What follows belongs to an exercise in optimizing a design on an open flow for small area; a production flow would make more cautious choices. In this exercise RTL edits were held to simulation tests only and were not proved equivalent to the original. No run shown here takes its clock network from TritonCTS; it comes from the design's own scripts or RTL. The flow treats the clock pin as an ideal source. Dropping or thinning the clock tree relies on that and would not hold on a real chip. Power is estimated from default activity; no workload was simulated.

==> flow/design.v <==
`timescale 1ns / 1ps
module cs42448_adc (
	input				sys_clk,
	input	[5 : 0]		ph,
	input				ADC_SDIN_CH0,
	input				ADC_SDIN_CH1,
	input				ADC_SDIN_CH2,
	output				dout0,
	output				dout1,
	output				dout2
);
	reg					hold1;
	reg		[64 : 0]	sr01;
	reg		[32 : 0]	ring2;
	reg					last0, last1, last2;
	wire	frame_end = (ph == 6'd33);
	wire	tail = (ph[5 : 1] == 5'b10000);
	always@(posedge sys_clk)begin
		hold1 <= ADC_SDIN_CH1;
		sr01 <= {sr01[63 : 0], ph[0] ? hold1 : ADC_SDIN_CH0};
		ring2 <= {ring2[31 : 0], ph[0] ? ring2[32] : ADC_SDIN_CH2};
		if(frame_end)begin
			last0 <= sr01[64];
			last1 <= sr01[63];
			last2 <= ring2[31];
		end
	end
	assign dout0 = tail ? last0 : (ph[0] ? sr01[64] : sr01[63]);
	assign dout1 = tail ? last1 : (ph[0] ? sr01[63] : sr01[62]);
	assign dout2 = tail ? last2 : (ph[0] ? ring2[31] : ring2[30]);
endmodule
`timescale 1ns / 1ps
module cs42448_dac (
	input	[5 : 0]		ph,
	input				all_ready,
	input				all_ready2,
	input				dout0,
	input				dout1,
	input				dout2,
	output				DAC_SDOUT_CH0,
	output				DAC_SDOUT_CH1,
	output				DAC_SDOUT_CH2,
	output				DAC_SDOUT_CH3,
	output				DAC_SCLK,
	output				DAC_LRCK,
	output				ADC_SCLK,
	output				ADC_LRCK
);
	wire	sclk = all_ready & ph[0];
	wire	lrck = all_ready & !ph[5];
	assign DAC_SCLK = sclk;
	assign DAC_LRCK = lrck;
	assign ADC_SCLK = sclk;
	assign ADC_LRCK = lrck;
	assign DAC_SDOUT_CH0 = all_ready2 & dout0;
	assign DAC_SDOUT_CH1 = all_ready2 & dout1;
	assign DAC_SDOUT_CH2 = all_ready2 & dout2;
	assign DAC_SDOUT_CH3 = all_ready2 & dout0;
endmodule
`timescale 1ns / 1ps
module cs42448_iic #(
	parameter startup_frames = 512,
	parameter startup_frames2 = 32
)(
	input				sys_clk,
	input				sys_nrst,
	output	[5 : 0]		ph,
	output				all_ready,
	output				all_ready2,
	output				cs_mclk_rdy,
	output				cs_nrst,
	output				scl,
	input				sda_i,
	output				sda_o,
	output				sda_oe
);
	reg		[5 : 0]		ph_r;
	always@(posedge sys_clk)begin
		if(!sys_nrst)
			ph_r <= 6'd34;
		else
			ph_r <= ph_r + 6'd1;
	end
	assign ph = ph_r;
	wire	frame_end = (ph_r == 6'd33);
	reg		[3 : 0]		fsm;
	reg					ld;
	reg					mclk_r;
	wire				ready;
	reg		[9 : 0]		cnt;
	reg					rdy1;
	reg					rdy2;
	wire	st0 = (fsm == 4'd0);
	wire	st7 = (fsm == 4'd7);
	wire	st9 = (fsm == 4'd9);
	wire	last_wr = (cnt[4 : 0] == 5'd23);
	wire	last_rd = (cnt[4 : 0] == 5'd21);
	always@(posedge sys_clk)begin
		if(!sys_nrst)
			cnt <= 10'd0;
		else begin
			case(fsm)
				4'd0: if(frame_end) cnt <= cnt + 10'd1;
				4'd1: cnt <= 10'd1;
				4'd2: if(ready) cnt <= cnt + 10'd1;
				4'd4: if(ready) cnt <= last_wr ? 10'd1 : cnt + 10'd1;
				4'd6: if(ready) cnt <= last_rd ? 10'd0 : cnt + 10'd1;
				4'd7: cnt <= cnt + 10'd1;
				4'd8: cnt <= 10'd0;
				4'd9: if(frame_end & !rdy2) cnt <= cnt + 10'd1;
				default: ;
			endcase
		end
	end
	wire	[4 : 0]		ptr = (fsm[3] | st7) ? 5'd2 : cnt[4 : 0];
	always@(posedge sys_clk)begin
		if(!sys_nrst)begin
			rdy1 <= 1'b0;
			rdy2 <= 1'b0;
		end else begin
			rdy1 <= cnt[9];
			rdy2 <= cnt[9] & cnt[5];
		end
	end
	assign all_ready = rdy1;
	assign all_ready2 = rdy2;
	always@(posedge sys_clk)begin
		if(!sys_nrst)begin
			fsm <= 4'd0;
			ld <= 1'b0;
			mclk_r <= 1'b0;
		end else begin
			case(fsm)
				4'd0: begin
					if(frame_end && cnt[5 : 0] == 6'd63)
						fsm <= 4'd1;
				end
				4'd1: begin
					ld <= 1'b1;
					if(!ready)
						fsm <= 4'd2;
				end
				4'd2: begin
					ld <= 1'b0;
					if(ready)
						fsm <= 4'd3;
				end
				4'd3: begin
					ld <= 1'b1;
					if(!ready)
						fsm <= 4'd4;
				end
				4'd4: begin
					ld <= 1'b0;
					if(ready)
						fsm <= last_wr ? 4'd5 : 4'd3;
				end
				4'd5: begin
					ld <= 1'b1;
					if(!ready)
						fsm <= 4'd6;
				end
				4'd6: begin
					ld <= 1'b0;
					if(ready)
						fsm <= last_rd ? 4'd7 : 4'd5;
				end
				4'd7: begin
					if(cnt[5 : 0] == 6'd63)begin
						ld <= 1'b1;
						mclk_r <= 1'b1;
					end
					if(!ready)
						fsm <= 4'd8;
				end
				4'd8: begin
					ld <= 1'b0;
					if(ready)
						fsm <= 4'd9;
				end
				default: ;
			endcase
		end
	end
	assign cs_nrst = !st0;
	assign cs_mclk_rdy = mclk_r;
	wire	rw = (fsm == 4'd1) | (fsm == 4'd2) | (fsm == 4'd5) | (fsm == 4'd6);
	reg		[7 : 0]		cfg_byte;
	always@(*)begin
		cfg_byte = 8'h00;
		if(fsm == 4'd3 || fsm == 4'd4)begin
			case(ptr)
				5'd2: cfg_byte = 8'h01;
				5'd3: cfg_byte = 8'hF0;
				5'd4: cfg_byte = 8'h49;
				default: cfg_byte = 8'h00;
			endcase
		end
	end
	cs42448_i2cm i2cm_u0 (
		.sys_clk	(sys_clk),
		.sys_nrst	(sys_nrst),
		.ld			(ld),
		.rw			(rw),
		.ptr		(ptr),
		.cfg_byte	(cfg_byte),
		.ready		(ready),
		.scl		(scl),
		.sda_i		(sda_i),
		.sda_o		(sda_o),
		.sda_oe		(sda_oe)
	);
endmodule
module cs42448_i2cm (
	input				sys_clk,
	input				sys_nrst,
	input				ld,
	input				rw,
	input	[4 : 0]		ptr,
	input	[7 : 0]		cfg_byte,
	output				ready,
	output				scl,
	input				sda_i,
	output				sda_o,
	output				sda_oe
);
	localparam	S_START		= 5'd0,
				S_ADDR		= 5'd1,
				S_PTR		= 5'd2,
				S_WB		= 5'd3,
				S_RB		= 5'd4,
				S_RL		= 5'd5,
				S_STOP		= 5'd6,
				S_EP		= 5'd7,
				S_BIT0		= 5'd8,		 
				S_ER		= 5'd16,
				S_RACK		= 5'd17,
				S_WACK		= 5'd18,
				S_ACHK		= 5'd19;
	reg		[4 : 0]		stg;
	reg		[2 : 0]		store;		 
	reg		[4 : 0]		scnt;
	reg					first;
	reg					rdf;
	reg					wrl;
	reg					rdl;
	reg					ackr;
	reg					iosel;
	reg					scl_r;
	reg					sda_r;
	reg					ready_r;
	assign ready = ready_r;
	assign scl = scl_r;
	assign sda_o = sda_r;
	assign sda_oe = !iosel;
	wire	act = ld | wrl | rdl;
	wire	wrap5 = (scnt == (first ? 5'd29 : 5'd30));
	wire	[2 : 0]	bi = stg[2 : 0];
	reg		txbit;
	always@(*)begin
		if(store == S_PTR[2 : 0] || store == S_RB[2 : 0])begin
			case(bi)
				3'd0: txbit = 1'b1;
				3'd1: txbit = 1'b0;
				3'd2: txbit = 1'b0;
				3'd3: txbit = 1'b1;
				3'd4: txbit = 1'b0;
				3'd5: txbit = 1'b1;
				3'd6: txbit = 1'b1;
				default: txbit = rdl & rdf;
			endcase
		end else if(store == S_WB[2 : 0] || rdl)begin
			txbit = bi[2] | (bi == 3'd3) ? ptr[3'd7 - bi] : 1'b0;
		end else begin
			txbit = cfg_byte[3'd7 - bi];
		end
	end
	wire	scl_pat0 = (scnt == 5'd0) | (scnt == 5'd18);
	always@(posedge sys_clk)begin
		if(!sys_nrst)begin
			stg <= S_START;
			scnt <= 5'd0;
			first <= 1'b1;
			wrl <= 1'b0;
			rdl <= 1'b0;
			iosel <= 1'b0;
			scl_r <= 1'b1;
			sda_r <= 1'b1;
			ready_r <= 1'b1;
		end else begin
			if(stg[3])begin
				sda_r <= txbit;
				if(scl_pat0)
					scl_r <= 1'b0;
				if(scnt == 5'd6)
					scl_r <= 1'b1;
				if(wrap5)begin
					scnt <= 5'd0;
					if(bi == 3'd7)
						stg <= (store == S_RL[2 : 0]) ? S_RACK : S_WACK;
					else
						stg <= stg + 5'd1;
				end else
					scnt <= scnt + 5'd1;
			end else begin
				case(stg)
					S_START: begin
						if(scnt == 5'd0 && !(wrl | rdl))begin
							rdf <= 1'b0;
							wrl <= ld & !rw;
							rdl <= ld & rw;
						end
						if(act)
							ready_r <= 1'b0;
						iosel <= 1'b0;
						if(scnt == 5'd0)begin
							scl_r <= 1'b1;
							sda_r <= 1'b1;
						end
						if(scnt == 5'd24)
							scl_r <= 1'b0;
						if(scnt == 5'd6)
							sda_r <= 1'b0;
						if(wrap5)begin
							scnt <= 5'd0;
							stg <= S_ADDR;
						end else if(act)
							scnt <= scnt + 5'd1;
					end
					S_ADDR: begin
						if(scnt == 5'd6)begin
							scnt <= 5'd0;
							stg <= S_BIT0;
						end else
							scnt <= scnt + 5'd1;
						store <= rdf ? S_RB[2 : 0] : S_PTR[2 : 0];
						iosel <= 1'b0;
					end
					S_PTR: begin
						stg <= S_BIT0;
						store <= rdl ? S_STOP[2 : 0] : S_WB[2 : 0];
						iosel <= 1'b0;
					end
					S_WB: begin
						stg <= S_BIT0;
						store <= S_STOP[2 : 0];
						iosel <= 1'b0;
					end
					S_RB: begin
						stg <= S_BIT0;
						store <= S_RL[2 : 0];
						iosel <= 1'b1;
					end
					S_RL: begin
						stg <= S_STOP;
					end
					S_STOP: begin
						iosel <= 1'b0;
						if(scnt == 5'd0)begin
							scl_r <= 1'b0;
							sda_r <= 1'b0;
						end
						if(scnt == 5'd6)
							scl_r <= 1'b1;
						if(scnt == 5'd24)
							sda_r <= 1'b1;
						if(wrap5)begin
							scnt <= 5'd0;
							first <= 1'b0;
							stg <= S_EP;
						end else
							scnt <= scnt + 5'd1;
					end
					S_EP: begin
						if(scnt == 5'd6)begin
							scnt <= 5'd0;
							if(rdl & !rdf)begin
								stg <= S_START;
								rdf <= 1'b1;
							end else
								stg <= S_ER;
						end else
							scnt <= scnt + 5'd1;
					end
					S_ER: begin
						rdf <= 1'b0;
						ready_r <= 1'b1;
						stg <= S_START;
						wrl <= 1'b0;
						rdl <= 1'b0;
					end
					S_RACK: begin
						iosel <= 1'b0;
						sda_r <= 1'b1;
						if(scl_pat0)
							scl_r <= 1'b0;
						if(scnt == 5'd6)
							scl_r <= 1'b1;
						if(wrap5)begin
							scnt <= 5'd0;
							stg <= {2'b00, store};
						end else
							scnt <= scnt + 5'd1;
					end
					S_WACK: begin
						iosel <= 1'b1;
						if(scnt == 5'd12)
							ackr <= sda_i;
						if(scl_pat0)
							scl_r <= 1'b0;
						if(scnt == 5'd6)
							scl_r <= 1'b1;
						if(wrap5)begin
							scnt <= 5'd0;
							stg <= S_ACHK;
						end else
							scnt <= scnt + 5'd1;
					end
					S_ACHK: begin
						if(ackr)begin
							stg <= S_START;
							ready_r <= 1'b1;
						end else
							stg <= {2'b00, store};
					end
					default: ;
				endcase
			end
		end
	end
endmodule
`timescale 1ns / 1ps
module cs42448 #(
	parameter clk_freq = 12288,
	parameter i2c_bps = 400000,
	parameter startup_frames = 512,
	parameter startup_frames2 = 32
)(
	input				sys_clk,
	input				sys_nrst,
	output				CS42xx8_DAC_SDOUT0,
	output				CS42xx8_DAC_SDOUT1,
	output				CS42xx8_DAC_SDOUT2,
	output				CS42xx8_DAC_SDOUT3,
	output				CS42xx8_DAC_SCLK,
	output				CS42xx8_DAC_LRCK,
	input				CS42xx8_ADC_SDIN0,
	input				CS42xx8_ADC_SDIN1,
	input				CS42xx8_ADC_SDIN2,
	output				CS42xx8_ADC_SCLK,
	output				CS42xx8_ADC_LRCK,
	output				CS42xx8_MCLK_EN,
	output				CS42xx8_SCL,
	input				CS42xx8_SDA_I,
	output				CS42xx8_SDA_O,
	output				CS42xx8_SDA_OE,
	output				CS42xx8_nRST
);
	wire	[5 : 0]		ph;
	wire				all_ready;
	wire				all_ready2;
	cs42448_iic #(
		.startup_frames		(startup_frames),
		.startup_frames2	(startup_frames2)
	) cs42448_u0 (
		.sys_clk		(sys_clk),
		.sys_nrst		(sys_nrst),
		.ph				(ph),
		.all_ready		(all_ready),
		.all_ready2		(all_ready2),
		.cs_mclk_rdy	(CS42xx8_MCLK_EN),
		.cs_nrst		(CS42xx8_nRST),
		.scl			(CS42xx8_SCL),
		.sda_i			(CS42xx8_SDA_I),
		.sda_o			(CS42xx8_SDA_O),
		.sda_oe			(CS42xx8_SDA_OE)
	);
	wire	dout0, dout1, dout2;
	cs42448_adc cs42448_adc_u0 (
		.sys_clk		(sys_clk),
		.ph				(ph),
		.ADC_SDIN_CH0	(CS42xx8_ADC_SDIN0),
		.ADC_SDIN_CH1	(CS42xx8_ADC_SDIN1),
		.ADC_SDIN_CH2	(CS42xx8_ADC_SDIN2),
		.dout0			(dout0),
		.dout1			(dout1),
		.dout2			(dout2)
	);
	cs42448_dac cs42448_dac_u0 (
		.ph				(ph),
		.all_ready		(all_ready),
		.all_ready2		(all_ready2),
		.dout0			(dout0),
		.dout1			(dout1),
		.dout2			(dout2),
		.DAC_SDOUT_CH0	(CS42xx8_DAC_SDOUT0),
		.DAC_SDOUT_CH1	(CS42xx8_DAC_SDOUT1),
		.DAC_SDOUT_CH2	(CS42xx8_DAC_SDOUT2),
		.DAC_SDOUT_CH3	(CS42xx8_DAC_SDOUT3),
		.DAC_SCLK		(CS42xx8_DAC_SCLK),
		.DAC_LRCK		(CS42xx8_DAC_LRCK),
		.ADC_SCLK		(CS42xx8_ADC_SCLK),
		.ADC_LRCK		(CS42xx8_ADC_LRCK)
	);
endmodule
==> flow/flow/run.sh <==
#!/bin/bash
# Own layout flow: the standard ORFS flow (standard.sh) with
#  - an area-oriented ABC mapping script in synthesis (registers unchanged),
#  - single-drive port buffers,
#  - a one-level clock tree built in the CTS step's PRE hook (optional).
set -euo pipefail
here=$(pwd)
flowdir=$here/flow

# ORFS scripts with the ABC area script replaced
rm -rf "$here/orfs_scripts"
cp -r "$FLOW_HOME/scripts" "$here/orfs_scripts"
cat > "$here/orfs_scripts/abc_area.script" <<'ABC'
strash
dc2
dch -f
map -a
topo
dnsize
ABC
export SCRIPTS_DIR=$here/orfs_scripts
export ABC_AREA=1
export BUFFER_PORTS_ARGS="-buffer_cell sky130_fd_sc_hd__buf_1"

MODE=manual
if [[ $MODE == manual ]]; then
  export MTREE_TCL=$flowdir/mtree.tcl
  export MTREE_K=${MTREE_K:-5}
  export MTREE_BUF=${MTREE_BUF:-sky130_fd_sc_hd__clkbuf_16}
  export MTREE_ROOT=${MTREE_ROOT:-sky130_fd_sc_hd__clkbuf_8}
  export PRE_CTS_TCL=$flowdir/pre_cts.tcl
else
  export CTS_ARGS="-sink_clustering_enable -repair_clock_nets -buf_list sky130_fd_sc_hd__clkbuf_8 -dont_use_dummy_load"
fi

bash standard.sh > standard.log 2>&1
==> flow/flow/mtree.tcl <==
# Manual clock tree: the clock port drives K clock buffers, each driving
# the flip-flops of one placement cluster (k-means on sink locations).
proc manual_clock_tree { K bufname {rootname ""} } {
  set block [ord::get_db_block]
  set db [ord::get_db]
  set clknet [$block findNet sys_clk]
  set sinks {}
  foreach it [$clknet getITerms] {
    set inst [$it getInst]
    set bb [$inst getBBox]
    lappend sinks [list $it [expr {([$bb xMin] + [$bb xMax]) / 2.0}] [expr {([$bb yMin] + [$bb yMax]) / 2.0}]]
  }
  set n [llength $sinks]
  # initial centers: spread along sorted x+y
  set sorted [lsort -real -index 1 $sinks]
  set cx {}; set cy {}
  for {set k 0} {$k < $K} {incr k} {
    set s [lindex $sorted [expr {int(($k + 0.5) * $n / $K)}]]
    lappend cx [lindex $s 1]; lappend cy [lindex $s 2]
  }
  set cap [expr {int(ceil(double($n) / $K)) + 2}]
  for {set iter 0} {$iter < 30} {incr iter} {
    # balanced assignment: greedy by distance with capacity
    set pairs {}
    set i 0
    foreach s $sinks {
      for {set k 0} {$k < $K} {incr k} {
        set d [expr {abs([lindex $s 1] - [lindex $cx $k]) + abs([lindex $s 2] - [lindex $cy $k])}]
        lappend pairs [list $d $i $k]
      }
      incr i
    }
    set pairs [lsort -real -index 0 $pairs]
    set assign [lrepeat $n -1]
    set cnt [lrepeat $K 0]
    foreach p $pairs {
      lassign $p d i k
      if {[lindex $assign $i] >= 0} continue
      if {[lindex $cnt $k] >= $cap} continue
      lset assign $i $k
      lset cnt $k [expr {[lindex $cnt $k] + 1}]
    }
    set sx [lrepeat $K 0.0]; set sy [lrepeat $K 0.0]
    set i 0
    foreach s $sinks {
      set k [lindex $assign $i]
      lset sx $k [expr {[lindex $sx $k] + [lindex $s 1]}]
      lset sy $k [expr {[lindex $sy $k] + [lindex $s 2]}]
      incr i
    }
    for {set k 0} {$k < $K} {incr k} {
      if {[lindex $cnt $k] > 0} {
        lset cx $k [expr {[lindex $sx $k] / [lindex $cnt $k]}]
        lset cy $k [expr {[lindex $sy $k] / [lindex $cnt $k]}]
      }
    }
  }
  set master [$db findMaster $bufname]
  set src $clknet
  if {$rootname ne ""} {
    # one root buffer between the clock port and the cluster buffers
    set rinst [odb::dbInst_create $block [$db findMaster $rootname] "clkbuf_manual_root"]
    set rnet [odb::dbNet_create $block "clknet_manual_root"]
    $rnet setSigType CLOCK
    [$rinst findITerm A] connect $clknet
    [$rinst findITerm X] connect $rnet
    set mx 0.0; set my 0.0
    foreach x $cx y $cy { set mx [expr {$mx + $x}]; set my [expr {$my + $y}] }
    $rinst setLocation [expr {int($mx / $K)}] [expr {int($my / $K)}]
    $rinst setPlacementStatus PLACED
    set src $rnet
  }
  for {set k 0} {$k < $K} {incr k} {
    set inst [odb::dbInst_create $block $master "clkbuf_manual_$k"]
    set net [odb::dbNet_create $block "clknet_manual_$k"]
    $net setSigType CLOCK
    [$inst findITerm A] connect $src
    [$inst findITerm X] connect $net
    $inst setLocation [expr {int([lindex $cx $k])}] [expr {int([lindex $cy $k])}]
    $inst setPlacementStatus PLACED
    set i 0
    foreach s $sinks {
      if {[lindex $assign $i] == $k} {
        set it [lindex $s 0]
        $it disconnect
        $it connect $net
      }
      incr i
    }
    puts "manual clock tree: buffer $k drives [lindex $cnt $k] sinks"
  }
}
==> flow/flow/pre_cts.tcl <==
# Replaces TritonCTS with a one-level clock tree: the clock port drives
# a few large clock buffers, each driving the flip-flops of one
# placement cluster (see mtree.tcl). The rest of the CTS step (legalizing,
# timing repair) runs as usual.
source $::env(MTREE_TCL)
manual_clock_tree $::env(MTREE_K) $::env(MTREE_BUF) $::env(MTREE_ROOT)
rename clock_tree_synthesis tritoncts_unused
proc clock_tree_synthesis { args } {
  puts "clock tree built by pre_cts.tcl; clock_tree_synthesis $args skipped"
}
==> flow/standard.sh <==
#!/bin/bash
# synth_recipe.tcl (not shown) runs the flow's synth.tcl, then flattens the netlist and writes it again
# the make line also repeats each setting of config.mk as NAME=value (left out here)
make -C /OpenROAD-flow-scripts/flow DESIGN_CONFIG=/design/flow/config.mk WORK_HOME=/design/flow/orfs CLKGATE_MAP_FILE= SYNTH_SCRIPT=/design/flow/synth_recipe.tcl "${@:-finish}"
==> flow/config.mk <==
export PLATFORM = sky130hd
export DESIGN_NAME = cs42448
export DESIGN_NICKNAME = cs42448
export VERILOG_FILES = /design/flow/design.v
export SDC_FILE = /design/flow/constraint.sdc
export NUM_CORES = 4
export LEC_CHECK = 0
export CAP_MARGIN = 20
export CORE_MARGIN = 2
export CORE_UTILIZATION = 60
export SLEW_MARGIN = 20
==> flow/constraint.sdc <==
create_clock -name core_clock -period 10.0 [get_ports {sys_clk}]
set_input_delay 2.0000 -clock core_clock [delete_from_list [all_inputs] [get_ports {sys_clk}]]
set_output_delay 2.0000 -clock core_clock [all_outputs]
set_load 0.01 [all_outputs]
==> insert_results.sql, run 1 <==
INSERT INTO impl_metrics (metric_group, metric, value, unit) VALUES
('placed_design', 'place.gp.congestion', '0.912', ''),
('logic_synthesis', 'synth_fp_nets', '555', ''),
('detailed_routing', 'routedWlPerCell', '13.6', 'µm'),
('sta', 'final.period_utilization', '0.364', ''),
('run_status', 'run_status', 'finished clean', ''),
('pwr', 'maximum_ir_drop_on_the_vdd_rail', '0.182', 'mV'),
('finish', 'antenna-diode-count', '0', ''),
('sta', 'final-max-slew-violation-count', '0', ''),
('placed_design', 'buffer_ports.inserted', '18', ''),
('die', 'dieWidth', '94.7', 'µm'),
('setup_path', 'timing.critical_path.from_type', 'register', ''),
('sta', 'tightestPinTransition', '0.922', 'ns'),
('finish', 'filler_cell_count', '676', ''),
('finish', 'seq_area', '0.00304', 'mm²'),
('setup_path', 'timing.critical_path.slowest_stage_cell', 'dfxtp_1', ''),
('logic_synthesis', 'synth-seq-area-share', '0.616', ''),
('setup_path', 'worst-endpoint-arrival', '1.64', 'ns'),
('flow_run', 'max_cap_viol_count', '0', ''),
('setup_path', 'ws_path_type', 'reg2out', ''),
('sta', 'final_hold_viol_count', '0', ''),
('sta', 'setup_ws', '6.36', 'ns'),
('grt', 'wire_length_of_the_first_global_routing_pass', '15100', 'µm'),
('detailed_routing', 'drt_first_iter_violations', '221', ''),
('sta', 'period_needed', '3.64', 'ns'),
('grt', 'grt_max_degree', '33', ''),
('grt', 'globalRoute.totalOverflow', '0', ''),
('sta', 'fin_tns_setup', '0', 'ns'),
('finish', 'nNetsFinal', '579', ''),
('sta', 'finClkSkew', '0.0333', 'ns'),
('cts', 'clk_pin_slew', '0.12', 'ns'),
('cts', 'cts-hold-fix-buffers', '0', ''),
('sta', 'slew_headroom', '0.379', ''),
('sta', 'setup_viol', '0', ''),
('cts', 'postCtsResizedCells', '0', ''),
('cts', 'clkLatencyLatePin', '0.39', 'ns'),
('die', 'core_region_area', '0.00809', 'mm²'),
('die', 'ioPinCount', '19', ''),
('setup_path', 'required', '8.00', 'ns'),
('grt', 'grt_util_all_layers', '0.205', ''),
('die', 'core.rowCount', '33', ''),
('setup_path', 'timing.critical_path.mode_cell', 'a21oi_1', ''),
('pwr', 'p_leak', '0.00196', 'µW'),
('logic_synthesis', 'syn_inst', '536', ''),
('detailed_routing', 'drc', '0', ''),
('detailed_routing', 'drt_pass1_iterations', '5', ''),
('pwr', 'post-layout-total-power', '997', 'µW'),
('logic_synthesis', 'post_synthesis_cell_area', '0.00494', 'mm²'),
('hold_path', 'hold_class', 'reg2reg', ''),
('sta', 'grt_setup_unrepaired', 'no', ''),
('placed_design', 'dp_hpwl', '6330', 'µm'),
('die', 'total_die_area', '0.00897', 'mm²'),
('grt', 'antenna_found_initial', '0', ''),
('logic_synthesis', 'yosys_register_bits', '148', ''),
('finish', 'area.growth.synth_to_final', '6.54', '%'),
('detailed_routing', 'post_route_ant_nets', '0', ''),
('grt', 'first_global_vias', '3273', ''),
('die', 'starting_density_of_the_core', '0.610', ''),
('pwr', 'power_density', '189', 'mW/mm²'),
('detailed_routing', 'num_vias', '3559', ''),
('detailed_routing', 'via_per_inst', '5.37', ''),
('setup_path', 'worst_setup_path_end_kind', 'primary output', ''),
('sta', 'hold-worst-slack', '0.330', 'ns'),
('placed_design', 'place_ws', '6.68', 'ns'),
('detailed_routing', 'total_wirelength_of_the_detailed_routed_design', '9000', 'µm'),
('logic_synthesis', 'post_synthesis_cell_type_count', '29', ''),
('setup_path', 'worst_path_largest_cell_delay', '0.54', 'ns'),
('finish', 'area_used_by_multi_input_combinational_logic', '0.00160', 'mm²'),
('cts', 'cts.repair_timing.setup_buffer_count', '0', ''),
('logic_synthesis', 'ys_warn_count', '3', ''),
('setup_path', 'cells_traversed_along_the_worst_timing_path', 'clkinv_1 -> nor2_1 -> a21oi_1 -> a21oi_1 -> buf_1', ''),
('die', 'height_of_the_chip', '94.7', 'µm'),
('setup_path', 'worst-path-max-fanout', '11', ''),
('finish', 'fraction_of_layout_cells_with_a_size_suffix_above_1', '0.0125', ''),
('sta', 'max_freq', '0.274', 'GHz'),
('logic_synthesis', 'syn_avg_cell_area', '9.21', 'µm²');
cell usage after synthesis:
cell type,instances,area share
a211oi_1,4,0.0061
edfxtp_1,8,0.049
nand2_1,54,0.041
a311oi_1,1,0.0018
a221oi_1,1,0.0018
and2_1,1,0.0013
o221ai_1,1,0.0018
o211ai_1,4,0.0061
nor4_1,1,0.0013
a32oi_1,1,0.0018
a41oi_1,1,0.0018
a22oi_1,3,0.0046
o311ai_0,2,0.0035
a2111oi_0,2,0.0035
clkinv_1,73,0.055
nand3_1,21,0.021
nand4_1,6,0.0076
a31oi_1,13,0.016
o21bai_1,1,0.0015
o31ai_1,1,0.0015
nor2_1,74,0.056
nor3_1,29,0.029
dfxtp_1,140,0.57
buf_4,3,0.0046
o21ai_0,35,0.035
xor2_1,1,0.0018
ha_1,13,0.033
and3_1,3,0.0038
a21oi_1,39,0.040
registers in the layout (all words and copies together) (netlist names), 3 cells and up:
signal                    flops
cs42448_u0.i2cm_u0.scnt       5
cs42448_adc_u0.ring2         33
cs42448_u0.cnt               10
cs42448_adc_u0.sr01          65
cs42448_u0.fsm                4
cs42448_u0.i2cm_u0.store      3
cs42448_u0.ph_r               6
cs42448_u0.i2cm_u0.stg        5
cells in the final DEF (no fill, tap or decap), types with 2 or more instances in the layout:
master       n
nand4_1      6
a211oi_1     4
nand2_1     54
and3_1       3
o211ai_1     4
clkinv_1    73
nand3_1     21
ha_1        13
a21oi_1     39
clkbuf_16    5
dfxtp_1    140
buf_1       18
nor2_1      74
o21ai_0     35
o311ai_0     2
a2111oi_0    2
a31oi_1     13
nor3_1      29
a22oi_1      3
edfxtp_1     8
final timing paths:
kind,from,end,slack (ns),depth (start not counted)
setup reg to reg,cs42448_u0.i2cm_u0.stg[0]$_SDFFE_PN0P_,cs42448_u0.i2cm_u0.scnt[4]$_SDFFE_PN0P_,7.04,16
hold reg to reg,cs42448_adc_u0.ring2[14]$_DFF_P_,cs42448_adc_u0.ring2[15]$_DFF_P_,0.33,0
setup / recovery,cs42448_u0.ph_r[0]$_SDFF_PN0_,CS42xx8_DAC_SDOUT1,6.36,5
hold / removal,cs42448_adc_u0.ring2[14]$_DFF_P_,cs42448_adc_u0.ring2[15]$_DFF_P_,0.33,0
worst max-delay path: cells and delay by family, from the launching register on:
family | cells | cell delay, ns
compound gates | 2 | 0.19
flops | 1 | 0.54
simple gates | 1 | 0.14
buf+inv | 2 | 0.39
report_power, final:
part	total, µW	switching (µW)	internal, µW
Clock	261	161	100
Sequential	651	17.4	634
Combinational	84.8	57.2	27.6
Total	997	235	762
metrics by stage:
step / instance area [µm²] / util / instances
after detailed placement: 5120 / 0.633 / 657
after CTS: 5260 / 0.650 / 663
after global placement: 5120 / 0.633 / 657
after global routing: 5260 / 0.650 / 663
final: 5260 / 0.650 / 663
after floorplan: 4940 / - / 536
final cells by class:
| type | instances | area share |
|---|---|---|
| flip-flops and latches | 148 | 0.578 |
| multi-input cells | 312 | 0.304 |
| inverters | 73 | 0.0521 |
| plain buffers | 6 | 0.0264 |
| well taps | 105 | 0.0250 |
| repair buffers | 19 | 0.0143 |
kinds of logic (layout without fill, tap and decap cells):
| kind of cell | Yosys count | after routing | share of synthesized area |
|---|---|---|---|
| AOI/OAI and AO/OA | 109 | 109 | 0.127 |
| xor gates and xnor gates | 1 | 1 | 0.00177 |
| and+or+nand+nor | 189 | 189 | 0.162 |
| buffers and inverters | 76 | 98 | 0.0600 |
| DFF | 148 | 148 | 0.616 |
| adders and majority gates | 13 | 13 | 0.0329 |
metal layers:
metal	global-route usage	vias up	part of all wire
met1	0.301	1620	0.50
met3	0.0168	14	0.040
met4	0.0326	0	0.016
li1	-	1841	-
met5	0	-	0
met2	0.339	84	0.45
==> inputs of run 2 (changes only) <==
--- a/flow/flow/run.sh
+++ b/flow/flow/run.sh
@@ -29,3 +29,3 @@
   export MTREE_BUF=${MTREE_BUF:-sky130_fd_sc_hd__clkbuf_16}
-  export MTREE_ROOT=${MTREE_ROOT:-sky130_fd_sc_hd__clkbuf_8}
+  export MTREE_ROOT=${MTREE_ROOT:-sky130_fd_sc_hd__clkbuf_2}
   export PRE_CTS_TCL=$flowdir/pre_cts.tcl
==> run 2 against run 1 <==
Sequential share of layout area is 0.096 points higher. Die area did not move. Wire length up 0.11%. Final cell count stayed put. Combinational power is essentially flat. Global-route usage unchanged. Critical path type unchanged. Largest cell class unchanged. Largest power group unchanged. Highest routed layer unchanged.
==> insert_results.sql, run 2 <==
INSERT INTO impl_metrics (metric_group, metric, value, unit) VALUES
('run_status', 'run_status', 'finished clean', ''),
('setup_path', 'rr_startpoint', 'cs42448_u0.i2cm_u0.stg[0]$_SDFFE_PN0P_', ''),
('cts', 'cts-hold-fix-buffers', '0', ''),
('setup_path', 'timing.critical_path.from_type', 'register', ''),
('cts', 'postCtsResizedCells', '0', ''),
('detailed_routing', 'post_route_ant_nets', '0', ''),
('hold_path', 'timing.hold.worst_endpoint', 'cs42448_adc_u0.ring2[15]$_DFF_P_', ''),
('pwr', 'p_int', '753', 'µW'),
('detailed_routing', 'total_wirelength_of_the_detailed_routed_design', '9010', 'µm'),
('setup_path', 'crit-reg2reg-capture', 'cs42448_u0.i2cm_u0.scnt[4]$_SDFFE_PN0P_', ''),
('sta', 'fin_tns_setup', '0', 'ns'),
('grt', 'grt-busiest-layer', 'met2', ''),
('finish', 'largest_registers', 'cs42448_adc_u0.sr01: 65 flops, cs42448_adc_u0.ring2: 33 flops, cs42448_u0.cnt: 10 flops', ''),
('pwr', 'comb_power_share', '0.086', ''),
('sta', 'final-max-slew-violation-count', '0', ''),
('finish', 'largest_register_ff_count', '65', ''),
('finish', 'area_used_by_multi_input_combinational_logic', '0.00160', 'mm²'),
('die', 'height_of_the_chip', '94.7', 'µm'),
('detailed_routing', 'drc', '0', ''),
('logic_synthesis', 'number_of_enable_flip_flop_cells_after_synthesis', '8', ''),
('pwr', 'p_leak', '0.00195', 'µW'),
('hold_path', 'worst_hold_path.num_cells', '0', ''),
('grt', 'globalRoute.totalOverflow', '0', ''),
('pwr', 'switchingPower', '235', 'µW'),
('setup_path', 'reg2reg_setup_slack', '7.03', 'ns'),
('finish', 'regMostFlops', 'cs42448_adc_u0.sr01', ''),
('logic_synthesis', 'synth_fp_nets', '555', ''),
('grt', 'use_met2', '0.339', ''),
('logic_synthesis', 'syn_inst', '536', ''),
('setup_path', 'worst-endpoint-arrival', '1.83', 'ns'),
('sta', 'period_needed', '3.83', 'ns'),
('pwr', 'clkPwrFrac', '0.255', ''),
('sta', 'final.period_utilization', '0.383', ''),
('logic_synthesis', 'yosys_register_bits', '148', ''),
('detailed_routing', 'drt_pass1_iterations', '5', ''),
('grt', 'wire_length_of_the_first_global_routing_pass', '15100', 'µm'),
('pwr', 'share_seq_of_total_power', '0.659', ''),
('logic_synthesis', 'synth-compound-area-share', '0.127', ''),
('logic_synthesis', 'synth-seq-area-share', '0.616', ''),
('placed_design', 'place.gp.congestion', '0.912', ''),
('sta', 'finClkSkew', '0.0363', 'ns'),
('logic_synthesis', 'synth_adder_area_share', '0.0329', ''),
('pwr', 'power_density', '188', 'mW/mm²'),
('grt', 'antenna_found_initial', '0', ''),
('flow_run', 'max_cap_viol_count', '0', ''),
('cts', 'cts.repair_timing.setup_buffer_count', '0', ''),
('logic_synthesis', 'synth_common_cells', '140 x dfxtp_1, 74 x nor2_1, 73 x clkinv_1', ''),
('setup_path', 'worst-path-max-fanout', '11', ''),
('finish', 'nNetsFinal', '579', ''),
('die', 'total_die_area', '0.00897', 'mm²'),
('placed_design', 'place_inst', '657', ''),
('logic_synthesis', 'post_synth_mux_area_share', '0', ''),
('sta', 'final_hold_viol_count', '0', ''),
('placed_design', 'buffer_ports.inserted', '18', ''),
('die', 'starting_density_of_the_core', '0.610', ''),
('logic_synthesis', 'share_of_the_synthesized_area_in_the_top_cell_type', '0.568', ''),
('finish', 'leading_cell_type_in_the_layout_fill_and_taps_excluded', 'dfxtp_1', ''),
('finish', 'final_cell_mix', '140 x dfxtp_1, 74 x nor2_1, 73 x clkinv_1', ''),
('setup_path', 'ws_path_type', 'reg2out', ''),
('hold_path', 'hold_class', 'reg2reg', ''),
('placed_design', 'dp_hpwl', '6330', 'µm'),
('detailed_routing', 'via_per_inst', '5.40', ''),
('logic_synthesis', 'post_synthesis_cell_area', '0.00494', 'mm²'),
('grt', 'grt_util_all_layers', '0.205', ''),
('grt', 'first_global_vias', '3273', ''),
('sta', 'setup_viol', '0', ''),
('logic_synthesis', 'largest_family_of_logic_cells_by_synthesized_area', 'simple AND/OR/NAND/NOR gates', ''),
('logic_synthesis', 'syn_avg_cell_area', '9.21', 'µm²'),
('detailed_routing', 'num_vias', '3577', ''),
('logic_synthesis', 'post_synthesis_cell_type_count', '29', ''),
('logic_synthesis', 'synthTopCellsByArea', 'dfxtp_1 57%, nor2_1 5.6%, clkinv_1 5.5%, edfxtp_1 4.9%, nand2_1 4.1%', ''),
('logic_synthesis', 'post-synth-top-area-cell', 'dfxtp_1', ''),
('die', 'core.rowCount', '33', ''),
('hold_path', 'hp-start', 'cs42448_adc_u0.ring2[14]$_DFF_P_', ''),
('die', 'ioPinCount', '19', ''),
('detailed_routing', 'drt_first_iter_violations', '212', ''),
('finish', 'fraction_of_layout_cells_with_a_size_suffix_above_1', '0.0125', ''),
('finish', 'seq_area', '0.00304', 'mm²'),
('sta', 'slew_headroom', '0.378', ''),
('logic_synthesis', 'ys_warn_count', '3', ''),
('sta', 'tightestPinTransition', '0.924', 'ns'),
('setup_path', 'worst_setup_path_end_kind', 'primary output', ''),
('setup_path', 'required', '8.00', 'ns'),
('cts', 'clk_pin_slew', '0.12', 'ns'),
('logic_synthesis', 'async_flop_share', '0', ''),
('pwr', 'netSwitchingFraction', '0.238', ''),
('logic_synthesis', 'post_synth_and_or_nand_nor_area_fraction', '0.162', ''),
('logic_synthesis', 'synth_top_flop_cell', 'dfxtp_1', ''),
('die', 'core_region_area', '0.00809', 'mm²'),
('sta', 'grt_setup_unrepaired', 'no', ''),
('pwr', 'maximum_ir_drop_on_the_vdd_rail', '0.180', 'mV'),
('grt', 'grt_max_degree', '33', ''),
('finish', 'filler_cell_count', '676', ''),
('finish', 'area.growth.synth_to_final', '6.36', '%'),
('setup_path', 'r2r_cells', '16', ''),
('finish', 'final_cell_count_no_fill', '663', ''),
('cts', 'clkLatencyLatePin', '0.58', 'ns'),
('grt', 'grt.met1_usage', '0.301', ''),
('logic_synthesis', 'synth.most_common_cell', 'dfxtp_1', ''),
('grt', 'global_routing_usage_on_met3', '0.0176', ''),
('die', 'dieWidth', '94.7', 'µm'),
('finish', 'antenna-diode-count', '0', ''),
('detailed_routing', 'routedWlPerCell', '13.6', 'µm'),
('logic_synthesis', 'synth_xor_area_frac', '0.00177', ''),
('sta', 'max_freq', '0.261', 'GHz');
run 2: changes by cell type in the layout (fill, tap and decap cells not counted):
cell and delta:
clkbuf_2 +1, clkbuf_8 -1
run 2: critical path: stages (launching register included):
cell      delay (ns)
dfxtp_1         0.54
clkinv_1        0.23
nor2_1          0.14
a21oi_1         0.05
a21oi_1         0.14
buf_1           0.16
run 2: layer usage:
| metal | wire length, µm | part of all wire |
|---|---|---|
| met4 | 144 | 0.016 |
| met5 | 0 | 0 |
| met3 | 352 | 0.039 |
| met1 | 4530 | 0.50 |
| met2 | 3990 | 0.44 |
run 2: final cells by class:
cell class                 count  area share
sequential                   148       0.579
timing repair buffer          19      0.0143
buffer                         6      0.0248
multi-input combinational    312       0.304
inverter                      73      0.0522
tap                          105      0.0250
run 2: worst max-delay path by stage:
stage | from | endpoint | slack (ns)
4_1_cts | sys_nrst | cs42448_u0.fsm[2]$_SDFFE_PN0P_ | 6.68
3_3_place_gp | sys_nrst | cs42448_u0.fsm[2]$_SDFFE_PN0P_ | 6.78
6_report | cs42448_u0.ph_r[0]$_SDFF_PN0_ | CS42xx8_DAC_SDOUT1 | 6.17
5_1_grt | cs42448_u0.ph_r[0]$_SDFF_PN0_ | CS42xx8_DAC_SDOUT1 | 6.02
2_1_floorplan | cs42448_u0.ph_r[5]$_SDFF_PN1_ | CS42xx8_DAC_SDOUT3 | 6.89
3_5_place_dp | sys_nrst | cs42448_u0.fsm[2]$_SDFFE_PN0P_ | 6.68
run 2: through the flow:
stage	total power [µW]	util	worst slack, ns	hold WS [ns]	instance area [µm²]
3_3_place_gp	746	0.633	6.78	0.312	5120
3_5_place_dp	747	0.633	6.68	0.313	5120
2_1_floorplan	721	-	6.89	0.310	4940
6_report	988	0.649	6.17	0.329	5250
4_1_cts	946	0.649	6.68	0.312	5250
5_1_grt	1030	0.649	6.02	0.332	5250
run 2: logic make-up (layout without fill, tap and decap cells):
logic type,Yosys count,in the layout
xor gates and xnor gates,1,1
adders and majority gates,13,13
and+or+nand+nor,189,189
DFF,148,148
AOI/OAI and AO/OA,109,109
buffers and inverters,76,98
run 2: power groups by stage:
stage          sequential [µW]  clock [µW]  combinational, µW
5_1_grt                    656         273               99.0
3_3_place_gp               663           0               82.7
6_report                   651         252               84.9
3_5_place_dp               663           0               83.7
2_1_floorplan              659           0               62.3
4_1_cts                    666         196               84.1

port drivers added, routing unchanged:
How much do the figures lean on ideal ports? The routed layouts below were timed once more, with nothing changed but the port constraints.
Step 1, drivers: a clkbuf_16 drives sys_clk and a buf_2 each remaining input, both assumed.
Step 2 also shifts input and output timing later by t, the mid clock arrival at the registers, as if the neighbouring blocks saw the same clock.
a / b / c = no drivers / after step 1 / after step 2; a / b = the first two.
| run | t, ns | setup WS [ns] | worst hold slack (ns) | worst register clock-pin slew, ns |
|---|---|---|---|---|
| run 1 | 0.407 | 6.357 / 6.328 / 6.707 | 0.330 / 0.330 / 0.330 | 0.12 / 0.12 |
| run 2 | 0.589 | 6.171 / 6.146 / 6.706 | 0.329 / 0.329 / 0.329 | 0.12 / 0.12 |
After both steps setup and hold are still met in every run listed.
